This design comes from an exercise in tuning for a short achievable clock period and few clock cycles on the open sky130 flow, not from production work. At most, simulation tests tie the RTL to the original design; equivalence was not proved. Power is estimated from default activity; no workload was simulated.

==> 04-23 <==
Design MCU, start of the top module:
module MCU(clk,reset,imem_addr,imem_data,dmem_addr,dmem_we,dmem_wdata,dmem_rdata,
           in_data,out_we,out_addr,out_data);
input clk,reset;
output [7:0] imem_addr;
input [16:0] imem_data;
output [7:0] dmem_addr;
output dmem_we;
output [7:0] dmem_wdata;
input [7:0] dmem_rdata;
input [7:0] in_data;
output out_we;
output [7:0] out_addr, out_data;
localparam [4:0] OP_ADD = 5'b00001, OP_ANI = 5'b00010, OP_ADI = 5'b00011,
                 OP_SUB = 5'b00100, OP_SLT = 5'b00101, OP_NOT = 5'b00110,
                 OP_LD  = 5'b00111, OP_ST  = 5'b01000, OP_MOV = 5'b01001,
                 OP_JMP = 5'b01010, OP_JMR = 5'b01011, OP_JML = 5'b01100,
                 OP_ORI = 5'b01101, OP_XOR = 5'b01110, OP_SHL = 5'b01111,
                 OP_SHR = 5'b10001, OP_BZ  = 5'b10010, OP_BNZ = 5'b10011,
                 OP_IN  = 5'b10100, OP_OUT = 5'b10101;
reg [7:0]  pc_f;         
reg        kill_f;       
reg [16:0] ir_d;         
reg [7:0]  pc1_d;        
reg        kill_d;       
reg [7:0]  a_ex, b_ex;   
reg [2:0]  sh_ex;
reg [7:0]  mskl_ex, mskr_ex;   
reg [2:0]  da_ex;
reg        rw_ex, mw_ex, out_ex;
reg        add_ex, sub_ex, slt_ex, and_ex, or_ex, xor_ex, not_ex, mov_ex,
           shl_ex, shr_ex, ld_ex, in_ex;
reg        bz_ex, bnz_ex, jr_ex, jpc_ex;
reg [7:0]  t_ex;         
reg [7:0]  rf [1:7];
wire [7:0] sum, diff;
wire       c_add, c_sub;
MCU_add8 u_add (.a(a_ex), .b(b_ex),  .cin(1'b0), .s(sum),  .cout(c_add));
MCU_add8 u_sub (.a(a_ex), .b(~b_ex), .cin(1'b1), .s(diff), .cout(c_sub));
wire       lt   = ~c_sub;
wire [7:0] shl  = a_ex << sh_ex;
wire [7:0] shr  = a_ex >> sh_ex;
wire [7:0] res_ex = ({8{add_ex}} & sum)
                  | ({8{sub_ex}} & diff)
                  | ({8{slt_ex}} & {7'b0, lt})
                  | ({8{and_ex}} & (a_ex & b_ex))
                  | ({8{or_ex}}  & (a_ex | b_ex))
                  | ({8{xor_ex}} & (a_ex ^ b_ex))
                  | ({8{not_ex}} & ~a_ex)
                  | ({8{mov_ex}} & a_ex)
                  | ({8{shl_ex}} & shl)
                  | ({8{shr_ex}} & shr)
                  | ({8{ld_ex}}  & dmem_rdata)
  ...
clock: 8.0 ns
lec_check: 0
abc_clock_period_in_ps: 2500
cap_margin: 20
core_margin: 2
core_utilization: 40
setup_slack_margin: 5
slew_margin: 20
tns_end_percent: 100
run.sh (not shown) runs the stock make flow with config.mk's settings and CLKGATE_MAP_FILE= SYNTH_SCRIPT=/design/flow/synth_recipe.tcl, a recipe that flattens the netlist after the stock synthesis.
==> 02-10: changes against 04-23 <==
==> flow/design.v (replaced) <==
`timescale 1ns / 1ps
module MCU(clk,reset,imem_addr,imem_data,dmem_addr,dmem_we,dmem_wdata,dmem_rdata,
           in_data,out_we,out_addr,out_data);
input clk,reset;
output [7:0] imem_addr;
input [16:0] imem_data;
output [7:0] dmem_addr;
output dmem_we;
output [7:0] dmem_wdata;
input [7:0] dmem_rdata;
input [7:0] in_data;
output out_we;
output [7:0] out_addr, out_data;
localparam [4:0] OP_ADD = 5'b00001, OP_ANI = 5'b00010, OP_ADI = 5'b00011,
                 OP_SUB = 5'b00100, OP_SLT = 5'b00101, OP_NOT = 5'b00110,
                 OP_LD  = 5'b00111, OP_ST  = 5'b01000, OP_MOV = 5'b01001,
                 OP_JMP = 5'b01010, OP_JMR = 5'b01011, OP_JML = 5'b01100,
                 OP_ORI = 5'b01101, OP_XOR = 5'b01110, OP_SHL = 5'b01111,
                 OP_SHR = 5'b10001, OP_BZ  = 5'b10010, OP_BNZ = 5'b10011,
                 OP_IN  = 5'b10100, OP_OUT = 5'b10101;
reg [7:0]  pc_f;         
reg        kill_f;       
reg [16:0] ir_d;         
reg [7:0]  pc1_d;        
reg        kill_d;       
reg [7:0]  a_ex, b_ex;   
reg [2:0]  sh_ex;
reg [2:0]  da_ex;
reg        rw_ex, mw_ex, out_ex;
reg        add_ex, sub_ex, slt_ex, and_ex, or_ex, xor_ex, not_ex, mov_ex,
           shl_ex, shr_ex, ld_ex, in_ex;
reg        bz_ex, bnz_ex, jr_ex, jpc_ex;
reg [7:0]  t_ex;         
reg [7:0]  rf [1:7];
wire [7:0] sum  = a_ex + b_ex;
wire [7:0] diff = a_ex - b_ex;
wire [7:0] shl  = a_ex << sh_ex;
wire [7:0] shr  = a_ex >> sh_ex;
wire       lt   = a_ex < b_ex;
wire [7:0] res_ex = ({8{add_ex}} & sum)
                  | ({8{sub_ex}} & diff)
                  | ({8{slt_ex}} & {7'b0, lt})
                  | ({8{and_ex}} & (a_ex & b_ex))
                  | ({8{or_ex}}  & (a_ex | b_ex))
                  | ({8{xor_ex}} & (a_ex ^ b_ex))
                  | ({8{not_ex}} & ~a_ex)
                  | ({8{mov_ex}} & a_ex)
                  | ({8{shl_ex}} & shl)
                  | ({8{shr_ex}} & shr)
                  | ({8{ld_ex}}  & dmem_rdata)
                  | ({8{in_ex}}  & in_data);
assign dmem_addr  = a_ex;
assign dmem_wdata = b_ex;
assign dmem_we    = mw_ex;
assign out_addr   = a_ex;
assign out_data   = b_ex;
assign out_we     = out_ex;
always @(posedge clk)
  if (rw_ex && da_ex != 3'd0) rf[da_ex] <= res_ex;
wire [4:0] op  = ir_d[16:12];
wire [2:0] da  = ir_d[11:9];
wire [2:0] aa  = ir_d[8:6];
wire [2:0] ba  = ir_d[5:3];
wire [5:0] im  = ir_d[5:0];
wire d_add = (op == OP_ADD) | (op == OP_ADI);
wire d_sub = (op == OP_SUB);
wire d_slt = (op == OP_SLT);
wire d_and = (op == OP_ANI);
wire d_or  = (op == OP_ORI);
wire d_xor = (op == OP_XOR);
wire d_not = (op == OP_NOT);
wire d_mov = (op == OP_MOV) | (op == OP_JML);
wire d_shl = (op == OP_SHL);
wire d_shr = (op == OP_SHR);
wire d_ld  = (op == OP_LD);
wire d_in  = (op == OP_IN);
wire d_st  = (op == OP_ST);
wire d_out = (op == OP_OUT);
wire d_jmp = (op == OP_JMP);
wire d_jml = (op == OP_JML);
wire d_jmr = (op == OP_JMR);
wire d_bz  = (op == OP_BZ);
wire d_bnz = (op == OP_BNZ);
wire d_rw  = d_add | d_sub | d_slt | d_and | d_or | d_xor | d_not | d_mov |
             d_shl | d_shr | d_ld | d_in;
wire d_imm  = (op == OP_ANI) | (op == OP_ORI) | (op == OP_ADI);
wire d_sext = (op == OP_ADI);
wire d_link = d_jmp | d_jml;        
wire [7:0] imm = {{2{d_sext & im[5]}}, im};
wire [7:0] rf_a = (aa == 3'd0) ? 8'd0 : rf[aa];
wire [7:0] rf_b = (ba == 3'd0) ? 8'd0 : rf[ba];
wire fwd_a = rw_ex && (da_ex != 3'd0) && (da_ex == aa) && !d_link;
wire fwd_b = rw_ex && (da_ex != 3'd0) && (da_ex == ba) && !d_imm;
wire [7:0] a_oth = d_link ? pc1_d : rf_a;
wire [7:0] b_oth = d_imm ? imm : rf_b;
wire [7:0] a_val = fwd_a ? res_ex : a_oth;
wire [7:0] b_val = fwd_b ? res_ex : b_oth;
wire [7:0] t_rel = pc1_d + {{2{im[5]}}, im};
wire       a_zero = (a_val == 8'd0);
wire       d_taken = d_jmp | d_jml | d_jmr | (d_bz & a_zero) | (d_bnz & ~a_zero);
wire [7:0] t_d = d_jmr ? a_val : t_rel;
wire [4:0] fop = imem_data[16:12];
wire f_isbr = ~kill_f & ((fop == OP_JMP) | (fop == OP_JMR) | (fop == OP_JML) |
                         (fop == OP_BZ) | (fop == OP_BNZ));
wire ex_taken = jpc_ex | jr_ex | (bz_ex & (a_ex == 8'd0)) | (bnz_ex & (a_ex != 8'd0));
wire take_d  = ~kill_f & ~kill_d & d_taken;
wire take_ex = kill_d & ex_taken;
wire [7:0] t_ex_full = jr_ex ? a_ex : t_ex;
wire [7:0] pc_seq = f_isbr ? pc_f + 8'd2 : pc_f + 8'd1;
wire [7:0] pc_nxt = take_d ? t_d : take_ex ? t_ex_full : pc_seq;
assign imem_addr = pc_f;
always @(posedge clk or negedge reset)
begin
  if (!reset) begin
    pc_f   <= 8'd0;
    kill_f <= 1'b0;
    ir_d   <= 17'd0;
    pc1_d  <= 8'd0;
    kill_d <= 1'b0;
    rw_ex  <= 1'b0;
    mw_ex  <= 1'b0;
    out_ex <= 1'b0;
    da_ex  <= 3'd0;
    add_ex <= 1'b0; sub_ex <= 1'b0; slt_ex <= 1'b0; and_ex <= 1'b0;
    or_ex  <= 1'b0; xor_ex <= 1'b0; not_ex <= 1'b0; mov_ex <= 1'b0;
    shl_ex <= 1'b0; shr_ex <= 1'b0; ld_ex  <= 1'b0; in_ex  <= 1'b0;
    bz_ex  <= 1'b0; bnz_ex <= 1'b0; jr_ex  <= 1'b0; jpc_ex <= 1'b0;
    a_ex   <= 8'd0;
    b_ex   <= 8'd0;
    sh_ex  <= 3'd0;
    t_ex   <= 8'd0;
  end else begin
    pc_f   <= pc_nxt;
    kill_f <= (take_d | take_ex) & f_isbr;
    ir_d   <= kill_f ? 17'd0 : imem_data;
    pc1_d  <= pc_f + 8'd1;
    kill_d <= kill_f;
    rw_ex  <= d_rw;
    mw_ex  <= d_st;
    out_ex <= d_out;
    da_ex  <= da;
    add_ex <= d_add; sub_ex <= d_sub; slt_ex <= d_slt; and_ex <= d_and;
    or_ex  <= d_or;  xor_ex <= d_xor; not_ex <= d_not; mov_ex <= d_mov;
    shl_ex <= d_shl; shr_ex <= d_shr; ld_ex  <= d_ld;  in_ex  <= d_in;
    bz_ex  <= d_bz;  bnz_ex <= d_bnz; jr_ex  <= d_jmr; jpc_ex <= d_jmp | d_jml;
    a_ex   <= a_val;
    b_ex   <= b_val;
    sh_ex  <= ir_d[2:0];
    t_ex   <= t_rel;
  end
end
endmodule
ABC_CLOCK_PERIOD_IN_PS = unset   (was 2500)
SETUP_SLACK_MARGIN = unset   (was 5)
TNS_END_PERCENT = unset   (was 100)
==> 09-01: changes against 04-23 <==
==> flow/design.v (replaced) <==
`timescale 1ns / 1ps
module MCU(clk,reset,imem_addr,imem_data,dmem_addr,dmem_we,dmem_wdata,dmem_rdata,
           in_data,out_we,out_addr,out_data);
input clk,reset;
output [7:0] imem_addr;
input [16:0] imem_data;
output [7:0] dmem_addr;
output dmem_we;
output [7:0] dmem_wdata;
input [7:0] dmem_rdata;
input [7:0] in_data;
output out_we;
output [7:0] out_addr, out_data;
localparam [4:0] OP_ADD = 5'b00001, OP_ANI = 5'b00010, OP_ADI = 5'b00011,
                 OP_SUB = 5'b00100, OP_SLT = 5'b00101, OP_NOT = 5'b00110,
                 OP_LD  = 5'b00111, OP_ST  = 5'b01000, OP_MOV = 5'b01001,
                 OP_JMP = 5'b01010, OP_JMR = 5'b01011, OP_JML = 5'b01100,
                 OP_ORI = 5'b01101, OP_XOR = 5'b01110, OP_SHL = 5'b01111,
                 OP_SHR = 5'b10001, OP_BZ  = 5'b10010, OP_BNZ = 5'b10011,
                 OP_IN  = 5'b10100, OP_OUT = 5'b10101;
reg [7:0]  pc_f;         
reg        kill_f;       
reg [16:0] ir_d;         
reg [7:0]  pc1_d;        
reg        kill_d;       
reg [7:0]  a_ex, b_ex;   
reg [2:0]  sh_ex;
reg [2:0]  da_ex;
reg        rw_ex, mw_ex, out_ex;
reg        add_ex, sub_ex, slt_ex, and_ex, or_ex, xor_ex, not_ex, mov_ex,
           shl_ex, shr_ex, ld_ex, in_ex;
reg        bz_ex, bnz_ex, jr_ex, jpc_ex;
reg [7:0]  t_ex;         
reg [7:0]  rf [1:7];
wire [7:0] sum  = a_ex + b_ex;
wire [7:0] diff = a_ex - b_ex;
wire [7:0] shl  = a_ex << sh_ex;
wire [7:0] shr  = a_ex >> sh_ex;
wire       lt   = a_ex < b_ex;
wire [7:0] res_ex = ({8{add_ex}} & sum)
                  | ({8{sub_ex}} & diff)
                  | ({8{slt_ex}} & {7'b0, lt})
                  | ({8{and_ex}} & (a_ex & b_ex))
                  | ({8{or_ex}}  & (a_ex | b_ex))
                  | ({8{xor_ex}} & (a_ex ^ b_ex))
                  | ({8{not_ex}} & ~a_ex)
                  | ({8{mov_ex}} & a_ex)
                  | ({8{shl_ex}} & shl)
                  | ({8{shr_ex}} & shr)
                  | ({8{ld_ex}}  & dmem_rdata)
                  | ({8{in_ex}}  & in_data);
assign dmem_addr  = a_ex;
assign dmem_wdata = b_ex;
assign dmem_we    = mw_ex;
assign out_addr   = a_ex;
assign out_data   = b_ex;
assign out_we     = out_ex;
always @(posedge clk)
  if (rw_ex && da_ex != 3'd0) rf[da_ex] <= res_ex;
wire [4:0] op  = ir_d[16:12];
wire [2:0] da  = ir_d[11:9];
wire [2:0] aa  = ir_d[8:6];
wire [2:0] ba  = ir_d[5:3];
wire [5:0] im  = ir_d[5:0];
wire d_add = (op == OP_ADD) | (op == OP_ADI);
wire d_sub = (op == OP_SUB);
wire d_slt = (op == OP_SLT);
wire d_and = (op == OP_ANI);
wire d_or  = (op == OP_ORI);
wire d_xor = (op == OP_XOR);
wire d_not = (op == OP_NOT);
wire d_mov = (op == OP_MOV) | (op == OP_JML);
wire d_shl = (op == OP_SHL);
wire d_shr = (op == OP_SHR);
wire d_ld  = (op == OP_LD);
wire d_in  = (op == OP_IN);
wire d_st  = (op == OP_ST);
wire d_out = (op == OP_OUT);
wire d_jmp = (op == OP_JMP);
wire d_jml = (op == OP_JML);
wire d_jmr = (op == OP_JMR);
wire d_bz  = (op == OP_BZ);
wire d_bnz = (op == OP_BNZ);
wire d_rw  = d_add | d_sub | d_slt | d_and | d_or | d_xor | d_not | d_mov |
             d_shl | d_shr | d_ld | d_in;
wire d_imm  = (op == OP_ANI) | (op == OP_ORI) | (op == OP_ADI);
wire d_sext = (op == OP_ADI);
wire d_link = d_jmp | d_jml;        
wire [7:0] imm = {{2{d_sext & im[5]}}, im};
wire [7:0] rf_a = (aa == 3'd0) ? 8'd0 : rf[aa];
wire [7:0] rf_b = (ba == 3'd0) ? 8'd0 : rf[ba];
wire fwd_a = rw_ex && (da_ex != 3'd0) && (da_ex == aa) && !d_link;
wire fwd_b = rw_ex && (da_ex != 3'd0) && (da_ex == ba) && !d_imm;
wire [7:0] a_oth = d_link ? pc1_d : rf_a;
wire [7:0] b_oth = d_imm ? imm : rf_b;
wire [7:0] a_val = fwd_a ? res_ex : a_oth;
wire [7:0] b_val = fwd_b ? res_ex : b_oth;
wire [7:0] t_rel = pc1_d + {{2{im[5]}}, im};
wire       a_zero = (a_val == 8'd0);
wire       d_taken = d_jmp | d_jml | d_jmr | (d_bz & a_zero) | (d_bnz & ~a_zero);
wire [7:0] t_d = d_jmr ? a_val : t_rel;
wire [4:0] fop = imem_data[16:12];
wire f_isbr = ~kill_f & ((fop == OP_JMP) | (fop == OP_JMR) | (fop == OP_JML) |
                         (fop == OP_BZ) | (fop == OP_BNZ));
wire ex_taken = jpc_ex | jr_ex | (bz_ex & (a_ex == 8'd0)) | (bnz_ex & (a_ex != 8'd0));
wire take_d  = ~kill_f & ~kill_d & d_taken;
wire take_ex = kill_d & ex_taken;
wire [7:0] t_ex_full = jr_ex ? a_ex : t_ex;
wire [7:0] pc_seq = f_isbr ? pc_f + 8'd2 : pc_f + 8'd1;
wire [7:0] pc_nxt = take_d ? t_d : take_ex ? t_ex_full : pc_seq;
assign imem_addr = pc_f;
always @(posedge clk or negedge reset)
begin
  if (!reset) begin
    pc_f   <= 8'd0;
    kill_f <= 1'b0;
    ir_d   <= 17'd0;
    pc1_d  <= 8'd0;
    kill_d <= 1'b0;
    rw_ex  <= 1'b0;
    mw_ex  <= 1'b0;
    out_ex <= 1'b0;
    da_ex  <= 3'd0;
    add_ex <= 1'b0; sub_ex <= 1'b0; slt_ex <= 1'b0; and_ex <= 1'b0;
    or_ex  <= 1'b0; xor_ex <= 1'b0; not_ex <= 1'b0; mov_ex <= 1'b0;
    shl_ex <= 1'b0; shr_ex <= 1'b0; ld_ex  <= 1'b0; in_ex  <= 1'b0;
    bz_ex  <= 1'b0; bnz_ex <= 1'b0; jr_ex  <= 1'b0; jpc_ex <= 1'b0;
    a_ex   <= 8'd0;
    b_ex   <= 8'd0;
    sh_ex  <= 3'd0;
    t_ex   <= 8'd0;
  end else begin
    pc_f   <= pc_nxt;
    kill_f <= (take_d | take_ex) & f_isbr;
    ir_d   <= kill_f ? 17'd0 : imem_data;
    pc1_d  <= pc_f + 8'd1;
    kill_d <= kill_f;
    rw_ex  <= d_rw;
    mw_ex  <= d_st;
    out_ex <= d_out;
    da_ex  <= da;
    add_ex <= d_add; sub_ex <= d_sub; slt_ex <= d_slt; and_ex <= d_and;
    or_ex  <= d_or;  xor_ex <= d_xor; not_ex <= d_not; mov_ex <= d_mov;
    shl_ex <= d_shl; shr_ex <= d_shr; ld_ex  <= d_ld;  in_ex  <= d_in;
    bz_ex  <= d_bz;  bnz_ex <= d_bnz; jr_ex  <= d_jmr; jpc_ex <= d_jmp | d_jml;
    a_ex   <= a_val;
    b_ex   <= b_val;
    sh_ex  <= ir_d[2:0];
    t_ex   <= t_rel;
  end
end
endmodule
==> comparison <==
09-01 went through all stages and came out clean. 02-10 ran to the end with no violations. 04-23 finished with timing, DRC and antenna clean. Combinational power: 02-10 is smaller than 04-23 (about 22%). In critical path depth, 04-23 and 02-10 do not differ. In 09-01 the core utilization is higher than in 02-10, by 3.3 points. Wire length, highest first: 04-23, 09-01, 02-10. Via count, lowest first: 02-10, 09-01, 04-23. Of 04-23 and 02-10, 02-10 has the higher sequential share of layout area (gap 2.7 points). In clock power, 02-10 and 04-23 hardly differ. Synthesized area: 09-01 is lower than 04-23 (1.3%). Sequential cell count is the same in 02-10 and 09-01.
Testbench counts of 02-10, summed over its fixed seeds: cycles 140,939.
Testbench counts of 09-01, summed over its fixed seeds: cycles 140,939.
The RTL of 04-23 was laid out without a check of its function.

==> separate check: timing with driven ports <==
In the flow no input, the clock included, has a driving cell. The finished layouts below were timed again as built, in two steps. Step 1 sets driving cells, clkbuf_16 on the clock port and buf_2 on the other inputs (assumed; they add their load-dependent delay and slew). Step 2 adds t to the input delays and takes it off the output delays; t is the mean of the earliest and latest rising clock arrival at the registers after step 1. Input paths then give back, and output paths get back, about the clock's delay inside the block. Slacks: ideal / step 1 / step 2; pairs: ideal / step 1.
run	t (ns)	setup slack, ns	worst hold slack (ns)	worst setup path at the end	latest minus earliest clock arrival (ns)
04-23	0.464	4.521 / 4.523 / 4.059	0.341 / 0.341 / 0.341	input to register	0.010 / 0.009
02-10	0.468	3.437 / 3.455 / 2.988	0.346 / 0.346 / 0.346	input to register	0.011 / 0.011
09-01	0.463	4.191 / 4.204 / 3.741	0.345 / 0.345 / 0.345	input to register	0.011 / 0.011
After both steps setup and hold are still met in every run listed. For 04-23, which loses most, drivers alone change the setup slack by +0.002 ns; drivers and shift together by -0.462 ns.
